Background: an optimization exercise with open tools, aiming at small area, a short achievable clock period and few clock cycles per item. Do not read the settings as production practice. Function was checked by simulation only, so behaviour that the tests miss may differ from the original. No activity file was given, so power comes from the tool's default toggle rates.

==> inputs of trial 42 <==
// alu_unit
module alu_unit (
    input             clk,
    input             rst,
    input             in_valid,
    output            in_ready,
    input      [3:0]  op,
    input      [31:0] a,
    input      [31:0] b,
    output            out_valid,
    output     [63:0] result
);
clock: 85.0 ns
lec_check: 0
abc_area: 1
cap_margin: 0
core_margin: 2
core_utilization: 40
slew_margin: 0
standard.sh (not shown) runs the stock make flow with config.mk's settings and CLKGATE_MAP_FILE= SYNTH_SCRIPT=/design/flow/synth_recipe.tcl, a recipe that flattens the netlist after the stock synthesis.
==> flow/flow/run.sh <==
#!/bin/bash
# The standard layout (standard synthesis and ORFS steps unchanged) with
# two differences: the port buffers are buf_2 cells instead of the default
# delay buffer, and after the floorplan the flip-flops that drive the result
# port get the next drive strength of the same cell (dfxtp_1 -> dfxtp_2).
set -euo pipefail
export BUFFER_PORTS_ARGS="-buffer_cell sky130_fd_sc_hd__buf_2"
RES=orfs/results/${FLOW_PLATFORM}/alu_unit/base
bash standard.sh synth > synth.log 2>&1
bash standard.sh floorplan > floorplan.log 2>&1
cat > upsize.tcl <<EOS
read_liberty $FLOW_HOME/platforms/$FLOW_PLATFORM/lib/sky130_fd_sc_hd__tt_025C_1v80.lib
read_db $RES/2_floorplan.odb
set n 0
foreach inst [get_cells rr*] {
  set m [get_property \$inst ref_name]
  if {\$m eq "sky130_fd_sc_hd__dfxtp_1"} {
    replace_cell \$inst sky130_fd_sc_hd__dfxtp_2
    incr n
  }
}
puts "upsized \$n result flip-flops"
write_db $RES/2_floorplan.odb
EOS
openroad -no_init -exit upsize.tcl > upsize.log 2>&1
bash standard.sh place > place.log 2>&1
bash standard.sh cts > cts.log 2>&1
bash standard.sh route > route.log 2>&1
bash standard.sh finish > finish.log 2>&1
==> trial 98 (differences from trial 42) <==
--- a/flow/design.v
+++ b/flow/design.v
@@ -405,39 +405,28 @@
     wire hi_nm = (f_shl & shl_ok & ~rb[5]) | sh_div;         
     wire hi_m  = f_shl & shl_ok & rb[5];                     
     wire [31:0] sh_lo = rotv & (({32{lo_m}} & m) | ({32{lo_nm}} & ~m) | {32{f_rot}});
     wire [31:0] sh_hi = rotv & (({32{hi_nm}} & ~m) | ({32{hi_m}} & m));
     wire qbit = ~msum[32];
     wire t_shift = f_shl | f_shr | f_rot | d_go | (s_dalign & ~nq_le0);
     wire t_mul   = f_mul | s_mul;
     wire t_ra    = d_quick | (s_dalign & nq_le0);    
-    wire l_sum  = f_add | f_subneg | s_dfixq;
-    wire h_msum = s_dfixr | (s_diter & qbit);
-    wire h_rp   = s_diter & ~qbit;
-    wire [31:0] rr_lo_n =
-          ({32{f_and}}   & (ra & rb))
-        | ({32{f_or}}    & (ra | rb))
-        | ({32{f_not}}   & ~rb)
-        | ({32{l_sum}}   & msum[31:0])
-        | ({32{t_shift}} & sh_lo)
-        | ({32{t_mul}}   & {msum[7:0], mult[31:8]})
-        | ({32{t_ra & b_zero & f_div}})
-        | ({32{s_diter}} & {rr[30:0], qbit})
-        | ({32{s_dfixr}} & rr[31:0]);
-    wire [31:0] rr_hi_n =
-          ({32{f_add}}    & {31'd0, msum[32]})
-        | ({32{f_subneg}} & {32{msum[32]}})
-        | ({32{t_shift}}  & sh_hi)
-        | ({32{t_mul}}    & msum[39:8])
-        | ({32{t_ra}}     & ra)
-        | ({32{h_msum}}   & msum[31:0])
-        | ({32{h_rp}}     & rprime)
-        | ({32{s_dfixq}}  & rr[63:32]);
-    wire [63:0] rr_n = {rr_hi_n, rr_lo_n};
+    wire [63:0] rr_n =
+          ({64{f_and}}    & {32'd0, ra & rb})
+        | ({64{f_or}}     & {32'd0, ra | rb})
+        | ({64{f_not}}    & {32'd0, ~rb})
+        | ({64{f_add}}    & {31'd0, msum[32:0]})
+        | ({64{f_subneg}} & {{32{msum[32]}}, msum[31:0]})
+        | ({64{t_shift}}  & {sh_hi, sh_lo})
+        | ({64{t_mul}}    & {msum[39:8], msum[7:0], mult[31:8]})
+        | ({64{t_ra}}     & {ra, {32{b_zero & f_div}}})
+        | ({64{s_diter}}  & {qbit ? msum[31:0] : rprime, rr[30:0], qbit})
+        | ({64{s_dfixr}}  & {msum[31:0], rr[31:0]})
+        | ({64{s_dfixq}}  & {rr[63:32], msum[31:0]});
     wire last_mul  = (cnt == 6'd1);
     wire first_end = s_first & ~f_mul & ~(f_div & ~d_quick);
     wire fin = first_end | (s_mul & last_mul)
              | (s_diter & last_mul & ~sgn_a & ~sgn_q)
              | (s_dfixr & ~sgn_q) | s_dfixq;
     wire sa_n = f_div ? ra[31] : sgn_a;
     wire sq_n = f_div ? (ra[31] ^ rb[31]) : sgn_q;
     wire n_mul    = (s_first & f_mul) | (s_mul & ~last_mul);
@@ -483,17 +472,21 @@
         xs_lo    <= n_dfixq;
         xinv     <= (accept & (op == OP_DIV)) | n_dfixr | n_dfixq;
         xsgn_a   <= accept & (op == OP_DIV);
         mm_mul   <= (accept & (op == OP_MUL)) | n_mul;
         mm_p1    <= (accept & (op == OP_ADD)) | (n_diter & rb[31]);
         mm_m1    <= (accept & ((op == OP_SUB) | (op == OP_NEG))) | (n_diter & ~rb[31]);
         m_signed <= (accept & ((op == OP_MUL) | (op == OP_DIV))) | n_mul | n_diter;
         m_first  <= accept & (op == OP_MUL);
-        ra <= rdy ? a : msum[31:0];
-        if (rdy) rb <= b;
+        if (rdy) begin
+            ra <= a;
+            rb <= b;
+        end else if (d_abs) begin
+            ra <= msum[31:0];
+        end
         rr    <= rr_n;
         cnt   <= cnt_n;
         bprev <= mult[7];
         sgn_a <= sa_n;
         sgn_q <= sq_n;
     end
 endmodule
==> flow/flow/run.sh (replaced) <==
#!/bin/bash
set -euo pipefail
export BUFFER_PORTS_ARGS="-buffer_cell sky130_fd_sc_hd__buf_2"
bash standard.sh synth > synth.log 2>&1
bash standard.sh floorplan > floorplan.log 2>&1
bash standard.sh place > place.log 2>&1
bash standard.sh cts > cts.log 2>&1
bash standard.sh route > route.log 2>&1
bash standard.sh finish > finish.log 2>&1
ABC_AREA = unset   (was 1)
CAP_MARGIN = 20   (was 0)
SLEW_MARGIN = 20   (was 0)
==> results.txt <==
- Avg Cell Area, Syn: 6.62 um^2
- Rows: 83
- Compound-cell area share of the yosys netlist: 0.215
- Largest family of logic cells by synthesized area: simple AND/OR/NAND/NOR gates
- Worst r2r dst: rr[63]$_DFF_P_
- Die span in y: 231 um
- Clock buffers: 17
- Fin nets: 3385
- Seq pwr: 105 uW
- Clock-cell share: 0.0268
- Period Utilization, post-route: 0.218
- Post-Syn Area: 20700 um^2
- Status: no timing/DRC/antenna violations
- 1st-pass router iterations: 7
- Die Wd: 231 um
- Measured slew at the worst slew-check pin: 1.22 ns
- M3 GR Usage: 0.0942
Source of the figures above: trial 42

==> results.txt <==
- Post-Syn Area: 21700 um^2
- Rows: 85
- Die Wd: 237 um
- 1st-pass router iterations: 10
- Largest family of logic cells by synthesized area: compound AO/OA/AOI/OAI gates
- M3 GR Usage: 0.112
- Measured slew at the worst slew-check pin: 1.20 ns
- Worst r2r dst: rr[52]$_DFF_P_
- Compound-cell area share of the yosys netlist: 0.295
- Die span in y: 237 um
- Avg Cell Area, Syn: 8.02 um^2
- Clock-cell share: 0.0255
- Status: no timing/DRC/antenna violations
Source of the figures above: trial 98

Testbench counts of trial 98, summed over its fixed seeds: cycles 40,837, items 24,000.

-- separate check: timing with driven ports --
How much do the figures lean on ideal ports? The routed layouts below were timed once more, with nothing changed but the port constraints.
Step 1 assumes that a clkbuf_16 drives the clock port and a buf_2 every other input.
Step 2 adds t to the input delays and takes it off the output delays; t is the mean of the earliest and latest rising clock arrival at the registers after step 1. Input paths then give back, and output paths get back, about the clock's delay inside the block.
Slacks: no drivers / after step 1 / after step 2; pairs: no drivers / after step 1.
run | t, ns | setup WS [ns] | worst setup path after step 2
trial 42 | 0.545 | 66.492 / 66.433 / 66.734 | input to register
trial 98 | 0.556 | 66.607 / 66.546 / 66.582 | input to register
After both steps every run listed still meets setup and hold. The setup slack of trial 98, which loses most, moves by -0.061 ns with the drivers and by -0.025 ns with both steps.
